Context: an optimization exercise on an open-source flow, tuned for small area. The choices shown serve that exercise and are no tape-out recipe.
At most, simulation tests tie the RTL to the original design; equivalence was not proved.
Power figures rest on the tool's default switching activity, not on a simulated workload.

==> run P: inputs <==
## pong
module pong (
	input clk,
	input rst,
	input sw_r_u,
	input sw_r_d,
	input sw_l_u,
	input sw_l_d,
	output [9:0] ball_x,
	output [9:0] ball_y,
	output reg [9:0] paddle_r,
	output reg [9:0] paddle_l,
	output [2:0] Red,
	output [2:0] Green,
	output [1:0] Blue,
	output HS,
	output VS
);
==> module button_sync, before the edit <==
module button_sync(
    input clk,
    input rst,
    input en_in,
    input en_out,
    input early,
    input [3:0] buttons_in,
    output reg [3:0] buttons_out
);
    reg [3:0] btn_request;
    reg [3:0] btn_ack;
    reg [3:0] btn_latched;
    reg [3:0] ack_prev;    
    wire ack_seen = early ? |ack_prev : |btn_ack;
    always @(posedge clk) begin
        if (rst) begin
            btn_request <= 4'b0000;
        end else if (en_in) begin
            if (|(buttons_in & ~btn_request))
                btn_request <= buttons_in;
            else if (ack_seen)
                btn_request <= 4'b0000;
        end
    end
    always @(posedge clk) begin
        if (rst) begin
            btn_latched <= 4'b0000;
            btn_ack <= 4'b0000;
            ack_prev <= 4'b0000;
        end else if (en_out) begin
            btn_latched <= btn_request;
            btn_ack <= btn_latched;
            ack_prev <= btn_ack;
        end
    end
    always @* buttons_out = btn_ack & ~ack_prev;
endmodule
==> module pong, before the edit <==
module pong (
	input clk,
	input rst,
	input sw_r_u,
	input sw_r_d,
	input sw_l_u,
	input sw_l_d,
	output [9:0] ball_x,
	output [9:0] ball_y,
	output reg [9:0] paddle_r,
	output reg [9:0] paddle_l,
	output [2:0] Red,
	output [2:0] Green,
	output [1:0] Blue,
	output HS,
	output VS
);
	reg [10:0] ih;
	reg [9:0] iv;
	reg [1:0] tq;
	wire line_end = ih[10] & (&ih[3:0]);                   
	wire frame_end = iv[9] & iv[7] & iv[4] & iv[3] & iv[0];  
	wire t4 = iv[0] ^ ih[4] ^ !ih[3];
	wire t15 = (ih[3:0] == 4'b0111);                         
	always @(posedge clk) begin
		if (rst) begin
			ih <= 11'd856;
			iv <= 10'd637;
			tq <= 2'd0;
		end else begin
			if (line_end) begin
				ih <= 11'd0;
				iv <= frame_end ? 10'd0 : iv + 10'd1;
			end else begin
				ih <= ih + 11'd1;
			end
			if (t15 & t4)
				tq <= tq + 2'd1;
		end
	end
	wire deb_tick = (ih[2:0] == 3'd3);    
	wire frm_tick = t15 & t4 & (&tq);     
	wire sw_0, sw_1, sw_2, sw_3;
	wire [3:0] buttons_out;
	debouncer d0 (.clk(clk), .rst(rst), .en(deb_tick), .switch_input(sw_r_u), .button_press(sw_0));
	debouncer d1 (.clk(clk), .rst(rst), .en(deb_tick), .switch_input(sw_r_d), .button_press(sw_1));
	debouncer d2 (.clk(clk), .rst(rst), .en(deb_tick), .switch_input(sw_l_u), .button_press(sw_2));
	debouncer d3 (.clk(clk), .rst(rst), .en(deb_tick), .switch_input(sw_l_d), .button_press(sw_3));
	button_sync btn_sync (
		.clk(clk), .rst(rst),
		.en_in(deb_tick), .en_out(frm_tick), .early(!t4 && tq == 2'd0),
		.buttons_in({sw_0, sw_1, sw_2, sw_3}),
		.buttons_out(buttons_out)
	);
	wire r_up = buttons_out[0] && (paddle_r <= 10'd568);
	wire r_dn = buttons_out[1] && (paddle_r != 10'd0);
	wire [9:0] r_sum = paddle_r + (r_up ? 10'd10 : 10'd1014);
	wire l_up = buttons_out[2] && (paddle_l <= 10'd568);
	wire l_dn = buttons_out[3] && (paddle_l != 10'd0);
	wire [9:0] l_sum = paddle_l + (l_up ? 10'd10 : 10'd1014);
	always @(posedge clk) begin
		if (rst) begin
			paddle_r <= 10'd300;
			paddle_l <= 10'd300;
		end else if (frm_tick) begin
			if (r_up)
				paddle_r <= (paddle_r >= 10'd560) ? 10'd569 : r_sum;
			else if (r_dn)
				paddle_r <= (paddle_r < 10'd10) ? 10'd0 : r_sum;
			if (l_up)
				paddle_l <= (paddle_l >= 10'd560) ? 10'd569 : l_sum;
			else if (l_dn)
				paddle_l <= (paddle_l < 10'd10) ? 10'd0 : l_sum;
		end
	end
	reg [9:1] by;
	reg [9:1] bx;
	reg right, up;
	assign ball_y = {by, 1'b0};
	assign ball_x = {bx, by[1]};
	wire [9:0] pad = right ? paddle_r : paddle_l;
	wire [10:0] dcol = {1'b0, ball_y} + 11'd10 - {1'b0, pad};   
	wire col_x = right ? (ball_x == 10'd779) : (ball_x == 10'd9);
	wire hit_paddle = col_x && !dcol[10] && (dcol[9:0] <= 10'd40);
	wire hit_side = up ? (by == 9'd0) : (by >= 9'd295);     
	wire miss = (ball_x == 10'd0) || (ball_x > 10'd792);
	wire nright = right ^ hit_paddle;
	wire nup = up ^ (hit_side & !hit_paddle);
	always @(posedge clk) begin
		if (rst) begin
			bx <= 9'd200;
			by <= 9'd150;
			right <= 1'b1;
			up <= 1'b0;
		end else if (frm_tick) begin
			if (miss) begin
				bx <= 9'd200;
				by <= 9'd150;
				right <= 1'b1;
				up <= 1'b1;
			end else begin
				bx <= nright ? bx + {8'd0, ball_x[0]} : bx - {8'd0, !ball_x[0]};
				by <= nup ? by - 9'd1 : by + 9'd1;
				right <= nright;
				up <= nup;
			end
		end
	end
	wire lit;
	frame_gen frm (
		.ih(ih), .iv(iv),
		.ball_x(ball_x), .ball_y(ball_y),
		.paddle_r(paddle_r), .paddle_l(paddle_l),
		.lit(lit), .HS(HS), .VS(VS)
	);
	assign Red = {3{lit}};
	assign Green = {3{lit}};
	assign Blue = {2{lit}};
endmodule
==> flow/config.mk <==
export PLATFORM = sky130hd
export DESIGN_NAME = pong
export DESIGN_NICKNAME = pong
export VERILOG_FILES = /design/flow/design.v
export SDC_FILE = /design/flow/constraint.sdc
export NUM_CORES = 4
export LEC_CHECK = 0
export CAP_MARGIN = 20
export CORE_MARGIN = 2
export CORE_UTILIZATION = 70
export CTS_BUF_LIST = sky130_fd_sc_hd__clkbuf_2 sky130_fd_sc_hd__clkbuf_4 sky130_fd_sc_hd__clkbuf_8
export CTS_CLUSTER_SIZE = 20
export GPL_TIMING_DRIVEN = 0
export PLACE_DENSITY = 0.8
export SLEW_MARGIN = 20
==> flow/constraint.sdc <==
create_clock -name core_clock -period 20.0 [get_ports {clk}]
set_input_delay 4.0000 -clock core_clock [delete_from_list [all_inputs] [get_ports {clk}]]
set_output_delay 4.0000 -clock core_clock [all_outputs]
set_load 0.01 [all_outputs]
standard.sh (not shown) runs the stock make flow with config.mk's settings and CLKGATE_MAP_FILE= SYNTH_SCRIPT=/design/flow/synth_recipe.tcl, a recipe that flattens the netlist after the stock synthesis.
==> flow/flow/run.sh <==
#!/bin/bash
# Own layout flow: the standard synthesis, then the combinational logic
# re-mapped by ABC for area (registers kept as synthesis named and typed
# them), then the standard ORFS steps with smaller port buffers.
set -euo pipefail
W=$(pwd)
R=$W/orfs/results/sky130hd/pong/base
bash standard.sh synth > $W/1_synth_make.log 2>&1
cp $R/1_2_yosys.v $W/1_2_yosys.std.v
yosys -c $W/flow/reabc.tcl > $W/1_reabc_yosys.log 2>&1
cp $W/1_2_yosys.reabc.v $R/1_2_yosys.v
bash standard.sh finish BUFFER_PORTS_ARGS="-buffer_cell sky130_fd_sc_hd__buf_1" CTS_ARGS="-sink_clustering_enable -repair_clock_nets -dont_use_dummy_load -buf_list {sky130_fd_sc_hd__clkbuf_2 sky130_fd_sc_hd__clkbuf_4 sky130_fd_sc_hd__clkbuf_8} -sink_clustering_size 20" > $W/2_finish_make.log 2>&1
==> flow/flow/area.abc <==
strash
&get -n
&st
&deepsyn -T 120
&dch -f
&nf -a -R 1000
&put
==> flow/flow/comb_cells.awk <==
# keep only modules without state (no always block)
/^module /{buf=""; inmod=1; seq=0}
inmod{buf=buf $0 "\n"; if ($0 ~ /always|reg /) seq=1}
/^endmodule/{if (!seq && buf !~ /conb/) printf "%s\n", buf; inmod=0}
==> flow/flow/dont_use.txt <==
-dont_use sky130_fd_sc_hd__lpflow_bleeder_1 -dont_use sky130_fd_sc_hd__lpflow_clkbufkapwr_1 -dont_use sky130_fd_sc_hd__lpflow_clkbufkapwr_16 -dont_use sky130_fd_sc_hd__lpflow_clkbufkapwr_2 -dont_use sky130_fd_sc_hd__lpflow_clkbufkapwr_4 -dont_use sky130_fd_sc_hd__lpflow_clkbufkapwr_8 -dont_use sky130_fd_sc_hd__lpflow_clkinvkapwr_1 -dont_use sky130_fd_sc_hd__lpflow_clkinvkapwr_16 -dont_use sky130_fd_sc_hd__lpflow_clkinvkapwr_2 -dont_use sky130_fd_sc_hd__lpflow_clkinvkapwr_4 -dont_use sky130_fd_sc_hd__lpflow_clkinvkapwr_8 -dont_use sky130_fd_sc_hd__lpflow_decapkapwr_12 -dont_use sky130_fd_sc_hd__lpflow_decapkapwr_3 -dont_use sky130_fd_sc_hd__lpflow_decapkapwr_4 -dont_use sky130_fd_sc_hd__lpflow_decapkapwr_6 -dont_use sky130_fd_sc_hd__lpflow_decapkapwr_8 -dont_use sky130_fd_sc_hd__lpflow_inputiso0n_1 -dont_use sky130_fd_sc_hd__lpflow_inputiso0p_1 -dont_use sky130_fd_sc_hd__lpflow_inputiso1n_1 -dont_use sky130_fd_sc_hd__lpflow_inputiso1p_1 -dont_use sky130_fd_sc_hd__lpflow_inputisolatch_1 -dont_use sky130_fd_sc_hd__lpflow_isobufsrc_1 -dont_use sky130_fd_sc_hd__lpflow_isobufsrc_16 -dont_use sky130_fd_sc_hd__lpflow_isobufsrc_2 -dont_use sky130_fd_sc_hd__lpflow_isobufsrc_4 -dont_use sky130_fd_sc_hd__lpflow_isobufsrc_8 -dont_use sky130_fd_sc_hd__lpflow_isobufsrckapwr_16 -dont_use sky130_fd_sc_hd__lpflow_lsbuf_lh_hl_isowell_tap_1 -dont_use sky130_fd_sc_hd__lpflow_lsbuf_lh_hl_isowell_tap_2 -dont_use sky130_fd_sc_hd__lpflow_lsbuf_lh_hl_isowell_tap_4 -dont_use sky130_fd_sc_hd__lpflow_lsbuf_lh_isowell_4 -dont_use sky130_fd_sc_hd__lpflow_lsbuf_lh_isowell_tap_1 -dont_use sky130_fd_sc_hd__lpflow_lsbuf_lh_isowell_tap_2 -dont_use sky130_fd_sc_hd__lpflow_lsbuf_lh_isowell_tap_4 -dont_use sky130_fd_sc_hd__probe_p_8 -dont_use sky130_fd_sc_hd__probec_p_8 
==> flow/flow/reabc.tcl <==
# Re-map the combinational part of the standard synthesis netlist for area.
# Registers (and tie cells) stay the cells and names synthesis gave them.
yosys -import
set lib $::env(FLOW_HOME)/platforms/sky130hd/lib/sky130_fd_sc_hd__tt_025C_1v80.lib
set w [pwd]
# logic models of the library's combinational cells, used as a techmap
read_liberty -ignore_miss_func $lib
write_verilog -noattr $w/cells_all.v
design -reset
exec awk -f $w/flow/comb_cells.awk $w/cells_all.v > $w/cells_comb.v
read_liberty -lib $lib
read_verilog $w/1_2_yosys.std.v
hierarchy -top pong
tee -o $w/reabc_stat_before.txt stat -liberty $lib
techmap -map $w/cells_comb.v
techmap
opt -fast
yosys rename -hide w:*.*
opt_clean -purge
abc -liberty $lib {*}[exec cat $w/flow/dont_use.txt] -script $w/flow/area.abc
opt_clean -purge

hilomap -singleton -hicell sky130_fd_sc_hd__conb_1 HI -locell sky130_fd_sc_hd__conb_1 LO
opt_clean -purge
tee -o $w/reabc_stat_after.txt stat -liberty $lib
check -assert -mapped
write_verilog -nohex -nodec $w/1_2_yosys.reabc.v
==> run C: changes against run P <==
--- a/flow/design.v
+++ b/flow/design.v
@@ -36,6 +36,6 @@
     reg [3:0] btn_ack;
     reg [3:0] btn_latched;
-    reg [3:0] ack_prev;    
-    wire ack_seen = early ? |ack_prev : |btn_ack;
+    reg ack_prev;
+    wire ack_seen = early ? ack_prev : |btn_ack;
     always @(posedge clk) begin
         if (rst) begin
@@ -51,13 +51,14 @@
         if (rst) begin
             btn_latched <= 4'b0000;
+            buttons_out <= 4'b0000;
             btn_ack <= 4'b0000;
-            ack_prev <= 4'b0000;
+            ack_prev <= 1'b0;
         end else if (en_out) begin
             btn_latched <= btn_request;
+            buttons_out <= btn_latched & ~btn_ack;
             btn_ack <= btn_latched;
-            ack_prev <= btn_ack;
+            ack_prev <= |btn_ack;
         end
     end
-    always @* buttons_out = btn_ack & ~ack_prev;
 endmodule
 `timescale 1ns / 1ps
@@ -94,5 +95,5 @@
 	input sw_l_u,
 	input sw_l_d,
-	output [9:0] ball_x,
+	output reg [9:0] ball_x,
 	output [9:0] ball_y,
 	output reg [9:0] paddle_r,
@@ -106,8 +107,7 @@
 	reg [10:0] ih;
 	reg [9:0] iv;
-	reg [1:0] tq;
+	reg [2:0] tq;
 	wire line_end = ih[10] & (&ih[3:0]);                   
 	wire frame_end = iv[9] & iv[7] & iv[4] & iv[3] & iv[0];  
-	wire t4 = iv[0] ^ ih[4] ^ !ih[3];
 	wire t15 = (ih[3:0] == 4'b0111);                         
 	always @(posedge clk) begin
@@ -115,5 +115,5 @@
 			ih <= 11'd856;
 			iv <= 10'd637;
-			tq <= 2'd0;
+			tq <= 3'd0;
 		end else begin
 			if (line_end) begin
@@ -123,10 +123,10 @@
 				ih <= ih + 11'd1;
 			end
-			if (t15 & t4)
-				tq <= tq + 2'd1;
+			if (t15)
+				tq <= tq + 3'd1;
 		end
 	end
 	wire deb_tick = (ih[2:0] == 3'd3);    
-	wire frm_tick = t15 & t4 & (&tq);     
+	wire frm_tick = t15 & (&tq);          
 	wire sw_0, sw_1, sw_2, sw_3;
 	wire [3:0] buttons_out;
@@ -137,5 +137,5 @@
 	button_sync btn_sync (
 		.clk(clk), .rst(rst),
-		.en_in(deb_tick), .en_out(frm_tick), .early(!t4 && tq == 2'd0),
+		.en_in(deb_tick), .en_out(frm_tick), .early(tq == 3'd0),
 		.buttons_in({sw_0, sw_1, sw_2, sw_3}),
 		.buttons_out(buttons_out)
@@ -163,8 +163,6 @@
 	end
 	reg [9:1] by;
-	reg [9:1] bx;
 	reg right, up;
 	assign ball_y = {by, 1'b0};
-	assign ball_x = {bx, by[1]};
 	wire [9:0] pad = right ? paddle_r : paddle_l;
 	wire [10:0] dcol = {1'b0, ball_y} + 11'd10 - {1'b0, pad};   
@@ -177,5 +175,5 @@
 	always @(posedge clk) begin
 		if (rst) begin
-			bx <= 9'd200;
+			ball_x <= 10'd400;
 			by <= 9'd150;
 			right <= 1'b1;
@@ -183,10 +181,10 @@
 		end else if (frm_tick) begin
 			if (miss) begin
-				bx <= 9'd200;
+				ball_x <= 10'd400;
 				by <= 9'd150;
 				right <= 1'b1;
 				up <= 1'b1;
 			end else begin
-				bx <= nright ? bx + {8'd0, ball_x[0]} : bx - {8'd0, !ball_x[0]};
+				ball_x <= nright ? ball_x + 10'd1 : ball_x - 10'd1;
 				by <= nup ? by - 9'd1 : by + 9'd1;
 				right <= nright;
--- a/flow/flow/run.sh
+++ b/flow/flow/run.sh
@@ -10,3 +10,3 @@
 yosys -c $W/flow/reabc.tcl > $W/1_reabc_yosys.log 2>&1
 cp $W/1_2_yosys.reabc.v $R/1_2_yosys.v
-bash standard.sh finish BUFFER_PORTS_ARGS="-buffer_cell sky130_fd_sc_hd__buf_1" CTS_ARGS="-sink_clustering_enable -repair_clock_nets -dont_use_dummy_load -buf_list {sky130_fd_sc_hd__clkbuf_2 sky130_fd_sc_hd__clkbuf_4 sky130_fd_sc_hd__clkbuf_8} -sink_clustering_size 20" > $W/2_finish_make.log 2>&1
+bash standard.sh finish BUFFER_PORTS_ARGS="-buffer_cell sky130_fd_sc_hd__buf_1" > $W/2_finish_make.log 2>&1
==> flow/flow/area.abc (replaced) <==
strash
&get -n
&st
&deepsyn -T 20
&dch -f
&nf -a -R 1000
&put
--- a/flow/flow/reabc.tcl
+++ b/flow/flow/reabc.tcl
@@ -20,5 +20,5 @@
 abc -liberty $lib {*}[exec cat $w/flow/dont_use.txt] -script $w/flow/area.abc
 opt_clean -purge
-
+insbuf -buf sky130_fd_sc_hd__buf_1 A X
 hilomap -singleton -hicell sky130_fd_sc_hd__conb_1 HI -locell sky130_fd_sc_hd__conb_1 LO
 opt_clean -purge
--- a/flow/config.mk
+++ b/flow/config.mk
@@ -8,8 +8,6 @@
 export CAP_MARGIN = 20
 export CORE_MARGIN = 2
-export CORE_UTILIZATION = 70
+export CORE_UTILIZATION = 40
 export CTS_BUF_LIST = sky130_fd_sc_hd__clkbuf_2 sky130_fd_sc_hd__clkbuf_4 sky130_fd_sc_hd__clkbuf_8
 export CTS_CLUSTER_SIZE = 20
-export GPL_TIMING_DRIVEN = 0
-export PLACE_DENSITY = 0.8
 export SLEW_MARGIN = 20
==> run Z: changes against run P <==
--- a/flow/design.v
+++ b/flow/design.v
@@ -36,6 +36,6 @@
     reg [3:0] btn_ack;
     reg [3:0] btn_latched;
-    reg [3:0] ack_prev;    
-    wire ack_seen = early ? |ack_prev : |btn_ack;
+    reg ack_prev;
+    wire ack_seen = early ? ack_prev : |btn_ack;
     always @(posedge clk) begin
         if (rst) begin
@@ -51,13 +51,14 @@
         if (rst) begin
             btn_latched <= 4'b0000;
+            buttons_out <= 4'b0000;
             btn_ack <= 4'b0000;
-            ack_prev <= 4'b0000;
+            ack_prev <= 1'b0;
         end else if (en_out) begin
             btn_latched <= btn_request;
+            buttons_out <= btn_latched & ~btn_ack;
             btn_ack <= btn_latched;
-            ack_prev <= btn_ack;
+            ack_prev <= |btn_ack;
         end
     end
-    always @* buttons_out = btn_ack & ~ack_prev;
 endmodule
 `timescale 1ns / 1ps
@@ -94,5 +95,5 @@
 	input sw_l_u,
 	input sw_l_d,
-	output [9:0] ball_x,
+	output reg [9:0] ball_x,
 	output [9:0] ball_y,
 	output reg [9:0] paddle_r,
@@ -106,8 +107,7 @@
 	reg [10:0] ih;
 	reg [9:0] iv;
-	reg [1:0] tq;
+	reg [2:0] tq;
 	wire line_end = ih[10] & (&ih[3:0]);                   
 	wire frame_end = iv[9] & iv[7] & iv[4] & iv[3] & iv[0];  
-	wire t4 = iv[0] ^ ih[4] ^ !ih[3];
 	wire t15 = (ih[3:0] == 4'b0111);                         
 	always @(posedge clk) begin
@@ -115,5 +115,5 @@
 			ih <= 11'd856;
 			iv <= 10'd637;
-			tq <= 2'd0;
+			tq <= 3'd0;
 		end else begin
 			if (line_end) begin
@@ -123,10 +123,10 @@
 				ih <= ih + 11'd1;
 			end
-			if (t15 & t4)
-				tq <= tq + 2'd1;
+			if (t15)
+				tq <= tq + 3'd1;
 		end
 	end
 	wire deb_tick = (ih[2:0] == 3'd3);    
-	wire frm_tick = t15 & t4 & (&tq);     
+	wire frm_tick = t15 & (&tq);          
 	wire sw_0, sw_1, sw_2, sw_3;
 	wire [3:0] buttons_out;
@@ -137,5 +137,5 @@
 	button_sync btn_sync (
 		.clk(clk), .rst(rst),
-		.en_in(deb_tick), .en_out(frm_tick), .early(!t4 && tq == 2'd0),
+		.en_in(deb_tick), .en_out(frm_tick), .early(tq == 3'd0),
 		.buttons_in({sw_0, sw_1, sw_2, sw_3}),
 		.buttons_out(buttons_out)
@@ -163,8 +163,6 @@
 	end
 	reg [9:1] by;
-	reg [9:1] bx;
 	reg right, up;
 	assign ball_y = {by, 1'b0};
-	assign ball_x = {bx, by[1]};
 	wire [9:0] pad = right ? paddle_r : paddle_l;
 	wire [10:0] dcol = {1'b0, ball_y} + 11'd10 - {1'b0, pad};   
@@ -177,5 +175,5 @@
 	always @(posedge clk) begin
 		if (rst) begin
-			bx <= 9'd200;
+			ball_x <= 10'd400;
 			by <= 9'd150;
 			right <= 1'b1;
@@ -183,10 +181,10 @@
 		end else if (frm_tick) begin
 			if (miss) begin
-				bx <= 9'd200;
+				ball_x <= 10'd400;
 				by <= 9'd150;
 				right <= 1'b1;
 				up <= 1'b1;
 			end else begin
-				bx <= nright ? bx + {8'd0, ball_x[0]} : bx - {8'd0, !ball_x[0]};
+				ball_x <= nright ? ball_x + 10'd1 : ball_x - 10'd1;
 				by <= nup ? by - 9'd1 : by + 9'd1;
 				right <= nright;
==> flow/run.sh (new file) <==
#!/bin/bash
# synth_recipe.tcl (not shown) runs the flow's synth.tcl, then flattens the netlist and writes it again
# the make line also repeats each setting of config.mk as NAME=value (left out here)
make -C /OpenROAD-flow-scripts/flow DESIGN_CONFIG=/design/flow/config.mk WORK_HOME=/design/flow/orfs CLKGATE_MAP_FILE= SYNTH_SCRIPT=/design/flow/synth_recipe.tcl finish
--- a/flow/config.mk
+++ b/flow/config.mk
@@ -8,8 +8,6 @@
 export CAP_MARGIN = 20
 export CORE_MARGIN = 2
-export CORE_UTILIZATION = 70
+export CORE_UTILIZATION = 40
 export CTS_BUF_LIST = sky130_fd_sc_hd__clkbuf_2 sky130_fd_sc_hd__clkbuf_4 sky130_fd_sc_hd__clkbuf_8
 export CTS_CLUSTER_SIZE = 20
-export GPL_TIMING_DRIVEN = 0
-export PLACE_DENSITY = 0.8
 export SLEW_MARGIN = 20
removed: flow/flow/run.sh
removed: flow/flow/area.abc
removed: flow/flow/comb_cells.awk
removed: flow/flow/dont_use.txt
removed: flow/flow/reabc.tcl
removed: flow/standard.sh
==> run E: changes against run P <==
==> flow/flow/area.abc (replaced) <==
strash
&get -n
&st
&deepsyn -T 20
&dch -f
&nf -a -R 1000
&put
--- a/flow/config.mk
+++ b/flow/config.mk
@@ -8,8 +8,7 @@
 export CAP_MARGIN = 20
 export CORE_MARGIN = 2
-export CORE_UTILIZATION = 70
+export CORE_UTILIZATION = 40
 export CTS_BUF_LIST = sky130_fd_sc_hd__clkbuf_2 sky130_fd_sc_hd__clkbuf_4 sky130_fd_sc_hd__clkbuf_8
 export CTS_CLUSTER_SIZE = 20
 export GPL_TIMING_DRIVEN = 0
-export PLACE_DENSITY = 0.8
 export SLEW_MARGIN = 20
==> summary of the runs <==
- Against run C, the global-route usage of run E is higher by 0.84 points.
- Sequential power: run P is lower than run Z (about 3%).
- In critical path depth, run P and run E do not differ.
- Clock power: run C is larger than run E (34%).
- Utilization: run E is higher than run Z (0.13 points).
- First-iteration DRC count: run P > run Z > run E > run C.
- Of run E and run Z, run Z has the higher design area (gap 31%, measured against run Z).
- In non-clock buffer count, run P and run E do not differ.
- Fmax: run P is higher than run C (1.2%).
The RTL of run P and run E was laid out without a check of its function.

re-timing with driven ports:
No port has a modelled driver above. Below, the same layouts with a new extraction and two added sets of constraints. Step 1 assumes that a clkbuf_16 drives the clock port and a buf_2 every other input. Step 2 also shifts input and output timing later by t, the mid clock arrival at the registers, as if the neighbouring blocks saw the same clock. a / b / c = ideal ports / drivers / drivers and shift; a / b = the first two.
| run | t, ns | slack for setup (ns) | hold WS [ns] | clock arrival spread, ns | worst slew at a driven data input, ns |
|---|---|---|---|---|---|
| run P | 0.388 | 12.465 / 12.432 / 12.820 | 0.466 / 0.466 / 0.466 | 0.035 / 0.035 | 0.03 |
| run C | 0.429 | 12.375 / 12.338 / 12.767 | 0.463 / 0.463 / 0.463 | 0.010 / 0.010 | 0.03 |
| run Z | 0.441 | 11.602 / 11.560 / 12.001 | 0.467 / 0.467 / 0.467 | 0.017 / 0.018 | 0.03 |
| run E | 0.414 | 12.202 / 12.166 / 12.580 | 0.462 / 0.462 / 0.462 | 0.046 / 0.047 | 0.03 |
After both steps setup and hold are still met in every run listed.
